This design comes from an exercise in tuning for small area and a short achievable clock period on the open sky130 flow, not from production work. Function not checked in this run: the RTL went through the layout flow alone.

$ cat constraint.sdc
create_clock -name core_clock -period 32.0 [get_ports {clk}]
set_input_delay 6.4000 -clock core_clock [delete_from_list [all_inputs] [get_ports {clk}]]
set_output_delay 6.4000 -clock core_clock [all_outputs]
set_load 0.01 [all_outputs]
$ cat config.mk
export PLATFORM = sky130hd
export DESIGN_NAME = resize_controller
export DESIGN_NICKNAME = resize_controller
export VERILOG_FILES = /design/flow/design.v
export SDC_FILE = /design/flow/constraint.sdc
export NUM_CORES = 4
export LEC_CHECK = 0
export CAP_MARGIN = 20
export CORE_MARGIN = 2
export CORE_UTILIZATION = 40
export PLACE_DENSITY = 0.6
export SLEW_MARGIN = 20
$ cat run.sh
#!/bin/bash
# synth_recipe.tcl (not shown) runs the flow's synth.tcl, then flattens the netlist and writes it again
# the make line also repeats each setting of config.mk as NAME=value (left out here)
make -C /OpenROAD-flow-scripts/flow DESIGN_CONFIG=/design/flow/config.mk WORK_HOME=/design/flow/orfs CLKGATE_MAP_FILE= SYNTH_SCRIPT=/design/flow/synth_recipe.tcl finish
$ cat design.v
module float_larger (
  a, b, isLarger
);
  input [15:0] a, b;
  output isLarger;
  wire isEqualSign, isSign, isEx, isEqualEx, isMan;
  assign isEqualSign = a[15] ~^ b[15];
  assign isSign = ~a[15] & b[15];
  assign isEx   = a[14:10] > b[14:10];
  assign isEqualEx   = a[14:10] == b[14:10];
  assign isMan = a[9:0] > b[9:0];
  assign isLarger = isSign | (isEqualSign & (isEx | (isEqualEx & isMan)));
endmodule
module add_float (
  a, b, c
);
  input wire [15:0] a;
  input wire [15:0] b;
  output wire [15:0] c;
  wire [11:0] temp_mantisa_a1, temp_mantisa_b1, temp_mantisa_a2, temp_mantisa_b2, sum;
  wire [4:0] exponent;
  wire aIsLarger;
  float_larger fl (.a(a), .b(b), .isLarger(aIsLarger));
  assign temp_mantisa_a1 = a[9:0] | 11'h400;
  assign temp_mantisa_b1 = b[9:0] | 11'h400;
  assign temp_mantisa_a2 = aIsLarger ? temp_mantisa_a1 : temp_mantisa_a1 >> (b[14:10] - a[14:10]);
  assign temp_mantisa_b2 = ~aIsLarger ? temp_mantisa_b1 : temp_mantisa_b1 >> (a[14:10] - b[14:10]);
  assign sum = (a[15] ? (~temp_mantisa_a2 + 1) : temp_mantisa_a2) + (b[15] ? (~temp_mantisa_b2 + 1) : temp_mantisa_b2);
  assign exponent = sum[11] ? -1 :
                    sum[10] ? 4'd0 :
                    sum[9] ? 4'd1 :
                    sum[8] ? 4'd2 :
                    sum[7] ? 4'd3 :
                    sum[6] ? 4'd4 :
                    sum[5] ? 4'd5 :
                    sum[4] ? 4'd6 :
                    sum[3] ? 4'd7 :
                    sum[2] ? 4'd8 :
                    sum[1] ? 4'd9 : 
                    sum[0] ? 4'd10 : 4'd11;
  assign c[15] = aIsLarger ? a[15] : b[15];
  assign c[14:10] = exponent == 4'd11 ? 0 : ((aIsLarger ? a[14:10] : b[14:10]) - exponent);
  assign c[9:0]  = sum << exponent;
endmodule
module sub_float(
  a, b, c
);
  input wire [15:0] a, b;
  output wire [15:0] c;
  wire [15:0] n_b;
  assign n_b[15] = 1;
  assign n_b[14:0] = b[14:0];
  add_float a1(.a(a), .b(n_b), .c(c));
endmodule
module float_convert(
  d, f
);
  input [15:0] d;
  output [15:0] f;
  wire [15:0] pos_d;
  wire [5:0] temp;
  assign pos_d = d[15] ? ~(d - 16'd1) : d;
  assign temp = (pos_d[15] ? 8'd15:
                 pos_d[14] ? 8'd14:
                 pos_d[13] ? 8'd13:
                 pos_d[12] ? 8'd12:
                 pos_d[11] ? 8'd11:
                 pos_d[10] ? 8'd10:
                 pos_d[9] ? 8'd9:
                 pos_d[8] ? 8'd8:
                 pos_d[7] ? 8'd7:
                 pos_d[6] ? 8'd6:
                 pos_d[5] ? 8'd5:
                 pos_d[4] ? 8'd4:
                 pos_d[3] ? 8'd3:
                 pos_d[2] ? 8'd2:
                 pos_d[1] ? 8'd1: 8'd0);
  assign f[15] = d[15];
  assign f[14:10] = d == 0 ? 0 : 5'd15 + temp;
  assign f[9:0] = pos_d << (10 - temp);
endmodule
module Multiply (a, b, result);
  input [15:0] a, b;
  output [15:0] result;
  wire [10:0] c1, c2;
  wire [21:0] temp, temp1;
  wire [15:0] re, fb;
  wire [4:0] ex;
  assign re[15] = a[15] ^ b[15];
  assign c1[10] = 1;
  assign c1[9:0] = a[9:0];
  assign c2[10] = 1;
  assign c2[9:0] = b[9:0];
  assign temp = c1 * c2;
  assign ex = temp[21] ? 5'h1f:  
              temp[20] ? 5'd0:
              temp[19] ? 5'd1:
              temp[18] ? 5'd2:
              temp[17] ? 5'd3:
              temp[16] ? 5'd4:
              temp[15] ? 5'd5:
              temp[14] ? 5'd6:
              temp[13] ? 5'd7:
              temp[12] ? 5'd8:
              temp[11] ? 5'd9:
              temp[10] ? 5'd10:
              temp[9] ? 5'd11:
              temp[8] ? 5'd12:
              temp[7] ? 5'd13:
              temp[6] ? 5'd14:
              temp[5] ? 5'd15:
              temp[4] ? 5'd16:
              temp[3] ? 5'd17:
              temp[2] ? 5'd18:
              temp[1] ? 5'd19: 5'd20;
  assign temp1 = temp << (ex == 5'h1f ? 1: (ex + 2));
  assign re[9:0] = temp1[21:12];
  assign re[14:10] = a[14:10] + b[14:10] - 5'd15 - ex;
  assign result = (a == 0 || b == 0) ? 0:re;
endmodule
module decimal_extract (
    in,
    out
);
  input wire  [15:0] in;
  output wire [15:0] out;
  wire sign;
  wire [4:0] exponent;
  wire [9:0] decimal;
  assign exponent = in[14:10] - 5'd15; 
  assign decimal  = in[9:0] >> (5'd10 - exponent);
  assign sign = in[15];
  assign out = in == 0? 0 : ((1 << exponent | decimal) ^ (sign ? 16'hffff:0)) + sign;
endmodule
module resize_controller(
    clk,
    reset_n,
    enable,
    src_addr1, 
    src_addr2,
    des_addr,
    stage_flag, 
    fraction_part,
    done
);
  parameter SRC_WIDTH       = 640;
  parameter SRC_HEIGHT      = 480;
  parameter SRC_DEPTH       = 3;
  parameter DES_WIDTH       = 384;
  parameter DES_HEIGHT      = 384;
  parameter WIDTH_SCALE     = 16'h3EAC;   
  parameter HEIGHT_SCALE    = 16'h3D00;   
  input wire clk;
  input wire reset_n;
  input wire enable;
  output reg  done, stage_flag;
  output reg  [23-1:0] src_addr1, src_addr2;
  output reg  [23-1:0] des_addr; 
  output wire [15:0] fraction_part;
  reg [15:0] row, column;
  reg [15:0] channel;
  wire [15:0] w_int_val, w_index, fw_index, fw_int_val, fw_scale; 
  wire [15:0] fw_product;
  assign w_index  = stage_flag ? row : column;
  assign fw_scale = stage_flag ? HEIGHT_SCALE : WIDTH_SCALE;
  float_convert fc1 (.d(w_index), .f(fw_index));
  Multiply      m1  (.a(fw_scale), .b(fw_index), .result(fw_product)); 
  decimal_extract de  (.in(fw_product), .out(w_int_val));  
  float_convert   fc2 (.d(w_int_val), .f(fw_int_val));
  sub_float       sf  (.a(fw_product), .b(fw_int_val), .c(fraction_part));
  always @(posedge clk or negedge reset_n) begin
      if (~reset_n) begin
          row           <= 0;
          column        <= 0;
          channel       <= 0;
          src_addr1     <= 0;
          src_addr2     <= 0;
          des_addr      <= 0;
          done          <= 0;
          stage_flag    <= 0;
      end
      else begin
          if (enable & ~done) begin
              if (~stage_flag) begin 
                  column = column + 1;   
                  if (column == DES_WIDTH) begin
                      column = 0;
                      row = row + 1;
                  end
                  if (row == SRC_HEIGHT) begin 
                      row = 0;
                      channel = channel + 1;
                  end 
                  if (channel == SRC_DEPTH) begin
                      channel = 0;
                      stage_flag = 1;
                  end
                  src_addr1 = w_int_val + SRC_WIDTH*(row + SRC_HEIGHT*channel);
                  src_addr2 = src_addr1 + 1;
                  des_addr = column + DES_WIDTH*(row + SRC_HEIGHT*channel);
              end
              else begin                            
                  column = column + 1;
                  if (column > DES_WIDTH) begin
                      column = 0;
                      row = row + 1;
                  end
                  if (row == DES_HEIGHT) begin 
                      row = 0;
                      channel = channel + 1;
                  end 
                  if (channel == SRC_DEPTH) begin
                      channel = 0;
                      done = 1;
                  end
                  src_addr1 = column + DES_WIDTH*(w_int_val + SRC_HEIGHT*channel);
                  src_addr2 = src_addr1 + DES_WIDTH;
                  des_addr = column + DES_WIDTH*(row + DES_HEIGHT*channel);
              end
          end
      end
  end
endmodule
==> flow_summary.ini <==
[outcome]
outcome = complete, no violations

[layout]
drive_above_1_share = 0.0997
utilization = 0.446
design_area_um2 = 30500
final_net_count = 4116
layout-area-overhead-vs-synth_pct = 11.0
area_occupied_by_multi_input_gates_um2 = 23300
fillCellCount = 6913
seq_area_um2 = 2810
num_antenna_cells = 0

[synth]
yosysSeqAreaShare = 0.102
synth.distinct_cells = 128
proportion_of_synthesized_area_in_mux_cells = 0.0388
synthDominantAreaCellType = sky130_fd_sc_hd__ha_1
yosysWarnings = 1
synth_adder_area_share = 0.194
async_flop_share = 1.00
synthFlopType = sky130_fd_sc_hd__dfrtp_1
postSynthCellCount = 3680
synth_edf_count = 0
cell_area_after_synthesis_um2 = 27500
yosys.area_share.simple = 0.215
ys_top_cells_by_area = sky130_fd_sc_hd__ha_1, sky130_fd_sc_hd__dfrtp_1, sky130_fd_sc_hd__xnor2_1
synthXorXnorAreaFrac = 0.125
ys_ff_latch = 112
synth_compound_area_frac = 0.254
avgSynthCellArea_um2 = 7.47
main_combinational_cell_family_by_area_after_synthesis = compound AO/OA/AOI/OAI gates
yosys.area.top_type_share = 0.135

[setup_path]
cp_slowest_stage_delay_ns = 0.56
timing_worst_setup_path_type = register to output port
worst_ep_required_ns = 25.60
critical_path_peak_fanout = 33
critical_path_arrival_ns = 24.11
worst_setup_path_end_kind = output port
critical-path-slowest-cell = sky130_fd_sc_hd__dfrtp_4
critical_path.startpoint_type = register

[sta]
setup-tns-final_ns = 0
tightest_slew_ns = 1.04
skew_ns = 0.0101
min_period_over_period = 0.954
post-route-min-period_ns = 30.51
max_freq_ghz = 0.0328
final_max_slew_viol_count = 0
slew_headroom = 0.304
finalHoldViolations = 0
count_of_final_setup_violators = 0

[grt]
antenna_found_initial = 0
first_pass_grt_wire_length_mm = 140
via_count_of_the_first_global_routing_pass = 24800
globalRouteOverflowTotal = 0
largest_net_degree_at_the_start_of_global_routing = 101
globalRouteTotalUtil = 0.242

[cts]
cts_root_buffer = sky130_fd_sc_hd__clkbuf_16
worstSkewPairLatency_ns = 0.39
cts_buffers = 9
tritoncts_num_sinks = 112
cts_max_level = 3
cts_hold_buffers = 0
tritoncts = done
cts_buffer_depth = 2
path_clk_slew_ns = 0.09

[drt]
first_iter_violations = 2281
detail_route.wl_per_cell_um = 18.9
ant_nets = 0
drt_pre_antenna_iters = 5
detail_route.wirelength_mm = 87.6
drc = 0
vias_per_instance = 5.85
via_count = 27000

[floorplanning]
coreArea_um2 = 68300
row_count = 96
die_y_um = 266
die_footprint_um2 = 70800
floorplan.initialDensity = 0.402
top_level_ports = 90
width_of_the_die_um = 266

[place]
placement.io_buffers = 89
gp_congestion = 0.955
detailed_place_hpwl_mm = 69.4
placed_area_um2 = 29400

[job]
maxCapViolations = 0

[min_path]
min_path_type = register to register
## synth_stat cells, types with 24 or more instances
library cell	count
sky130_fd_sc_hd__nand2_1	373
sky130_fd_sc_hd__nor4_1	37
sky130_fd_sc_hd__and2_1	28
sky130_fd_sc_hd__dfrtp_1	112
sky130_fd_sc_hd__o21bai_1	71
sky130_fd_sc_hd__xor2_1	119
sky130_fd_sc_hd__nor2b_1	28
sky130_fd_sc_hd__xnor2_1	260
sky130_fd_sc_hd__a21o_1	64
sky130_fd_sc_hd__ha_1	296
sky130_fd_sc_hd__buf_2	43
sky130_fd_sc_hd__o21ai_0	214
sky130_fd_sc_hd__buf_4	28
sky130_fd_sc_hd__nor2_1	289
sky130_fd_sc_hd__inv_1	273
sky130_fd_sc_hd__fa_1	81
sky130_fd_sc_hd__nand3_1	76
sky130_fd_sc_hd__a31oi_1	40
sky130_fd_sc_hd__a21oi_1	282
sky130_fd_sc_hd__nand4_1	37
sky130_fd_sc_hd__a211oi_1	31
sky130_fd_sc_hd__nand2b_1	43
sky130_fd_sc_hd__or3_1	24
sky130_fd_sc_hd__o211ai_1	27
sky130_fd_sc_hd__and3_1	65
sky130_fd_sc_hd__clkbuf_1	102
sky130_fd_sc_hd__mux2i_1	64
sky130_fd_sc_hd__nor3_1	72
## through the flow
| step | hold slack [ns] | worst slack (ns) | cells |
|---|---|---|---|
| after floorplan | 0.501 | 0.838 | 3694 |
| after global placement | 0.461 | -0.294 | 4578 |
| after detailed placement | 0.459 | -0.803 | 4578 |
| after CTS | 0.483 | 0.0597 | 4596 |
| after global routing | 0.502 | -0.0703 | 4623 |
| final | 0.481 | 1.49 | 4623 |
## layout by cell type, fill, tap and decap left out, types with 21 or more instances in the layout
cell type	instances
sky130_fd_sc_hd__nand2_1	372
sky130_fd_sc_hd__ha_1	286
sky130_fd_sc_hd__nor2_1	282
sky130_fd_sc_hd__a21oi_1	273
sky130_fd_sc_hd__inv_1	270
sky130_fd_sc_hd__xnor2_1	256
sky130_fd_sc_hd__o21ai_0	212
sky130_fd_sc_hd__buf_4	125
sky130_fd_sc_hd__xor2_1	113
sky130_fd_sc_hd__dfrtp_1	110
sky130_fd_sc_hd__clkdlybuf4s50_1	88
sky130_fd_sc_hd__fa_1	81
sky130_fd_sc_hd__nand3_1	76
sky130_fd_sc_hd__o21bai_1	71
sky130_fd_sc_hd__nor3_1	69
sky130_fd_sc_hd__and3_1	65
sky130_fd_sc_hd__a21o_1	63
sky130_fd_sc_hd__mux2i_1	61
sky130_fd_sc_hd__nand2b_1	42
sky130_fd_sc_hd__a31oi_1	40
sky130_fd_sc_hd__nand4_1	37
sky130_fd_sc_hd__nor4_1	35
sky130_fd_sc_hd__a211oi_1	29
sky130_fd_sc_hd__and2_1	27
sky130_fd_sc_hd__o211ai_1	27
sky130_fd_sc_hd__nor2b_1	25
sky130_fd_sc_hd__or2_2	23
sky130_fd_sc_hd__or3_1	22
sky130_fd_sc_hd__o21a_1	22
sky130_fd_sc_hd__mux2_2	21
## final cells by class
| class | instances | share of cell area |
|---|---|---|
| multi-input combinational | 3107 | 0.764 |
| sequential | 112 | 0.0920 |
| timing repair buffer | 217 | 0.0622 |
| tap | 882 | 0.0362 |
| inverter | 289 | 0.0359 |
| clock buffer | 10 | 0.00751 |
| clock inverter | 6 | 0.00180 |
## worst max-delay path, delay by kind of cell (launching register included)
kind	cells	cell delay [ns]
buffers and inverters	22	3.10
and+or+nand+nor	26	4.62
DFF	1	0.56
muxes	2	0.72
AOI/OAI and AO/OA	42	7.71
xor gates and xnor gates	5	0.93
adders and majority gates	19	6.05
## flip-flops by register name (all words and copies together), names as in the netlist
signal	flops
channel	16
src_addr2	23
src_addr1	23
stage_flag	1
done	1
des_addr	16
row	16
column	16
## per-layer routing
metal / vias up / global-route usage / routed length (µm)
li1: 13200 / - / -
met5: - / 0 / 0
met4: 0 / 0.0500 / 1760
met3: 104 / 0.0191 / 4800
met1: 12800 / 0.366 / 43100
met2: 866 / 0.373 / 37900
## worst paths after layout
path | from | end | slack, ns | cells after the start
max | stage_flag | fraction_part[14] | 1.49 | 116
min | src_addr2[4] | src_addr2[4] | 0.48 | 2
max reg2reg | stage_flag | src_addr2[22] | 14.71 | 74
min reg2reg | src_addr2[4] | src_addr2[4] | 0.48 | 2
max in group asynchronous | reset_n | stage_flag | 24.51 | 2
min in group asynchronous | reset_n | des_addr[18] | 6.04 | 1
## timing repair
action,4_1_cts,5_1_grt
pin swaps,2,14
gates cloned,0,1
resized for setup,15,93
endpoints found under the setup margin,15,15
buffers inserted,2,26
## cells by family after synthesis
logic type | Yosys count
simple gates | 1192
xor+xnor | 385
mux | 95
compound gates | 1042
buf+inv | 475
flops | 112
fa+ha+maj | 377
other cells | 2

re-timing with driven ports:
How much do the figures lean on ideal ports? The routed layout below was timed once more, with nothing changed but the port constraints.
Step 1 sets driving cells, clkbuf_16 on the clock port and buf_2 on the other inputs (assumed; they add their load-dependent delay and slew).
Step 2 moves the port delays by t, midway between the first and last clock arrival at a register: inputs arrive t later, outputs are due t later. That takes back most of the time a late clock gives input paths.
Slacks: ideal ports / drivers / drivers and shift; pairs: ideal ports / drivers.
t, ns: 0.436
slack for setup (ns): 1.487 / 1.438 / 1.874
clock arrival spread, ns: 0.010 / 0.010
worst register clock-pin slew, ns: 0.09 / 0.09
After both steps setup and hold are still met in this run. For this run, drivers alone change the setup slack by -0.049 ns; drivers and shift together by +0.387 ns.
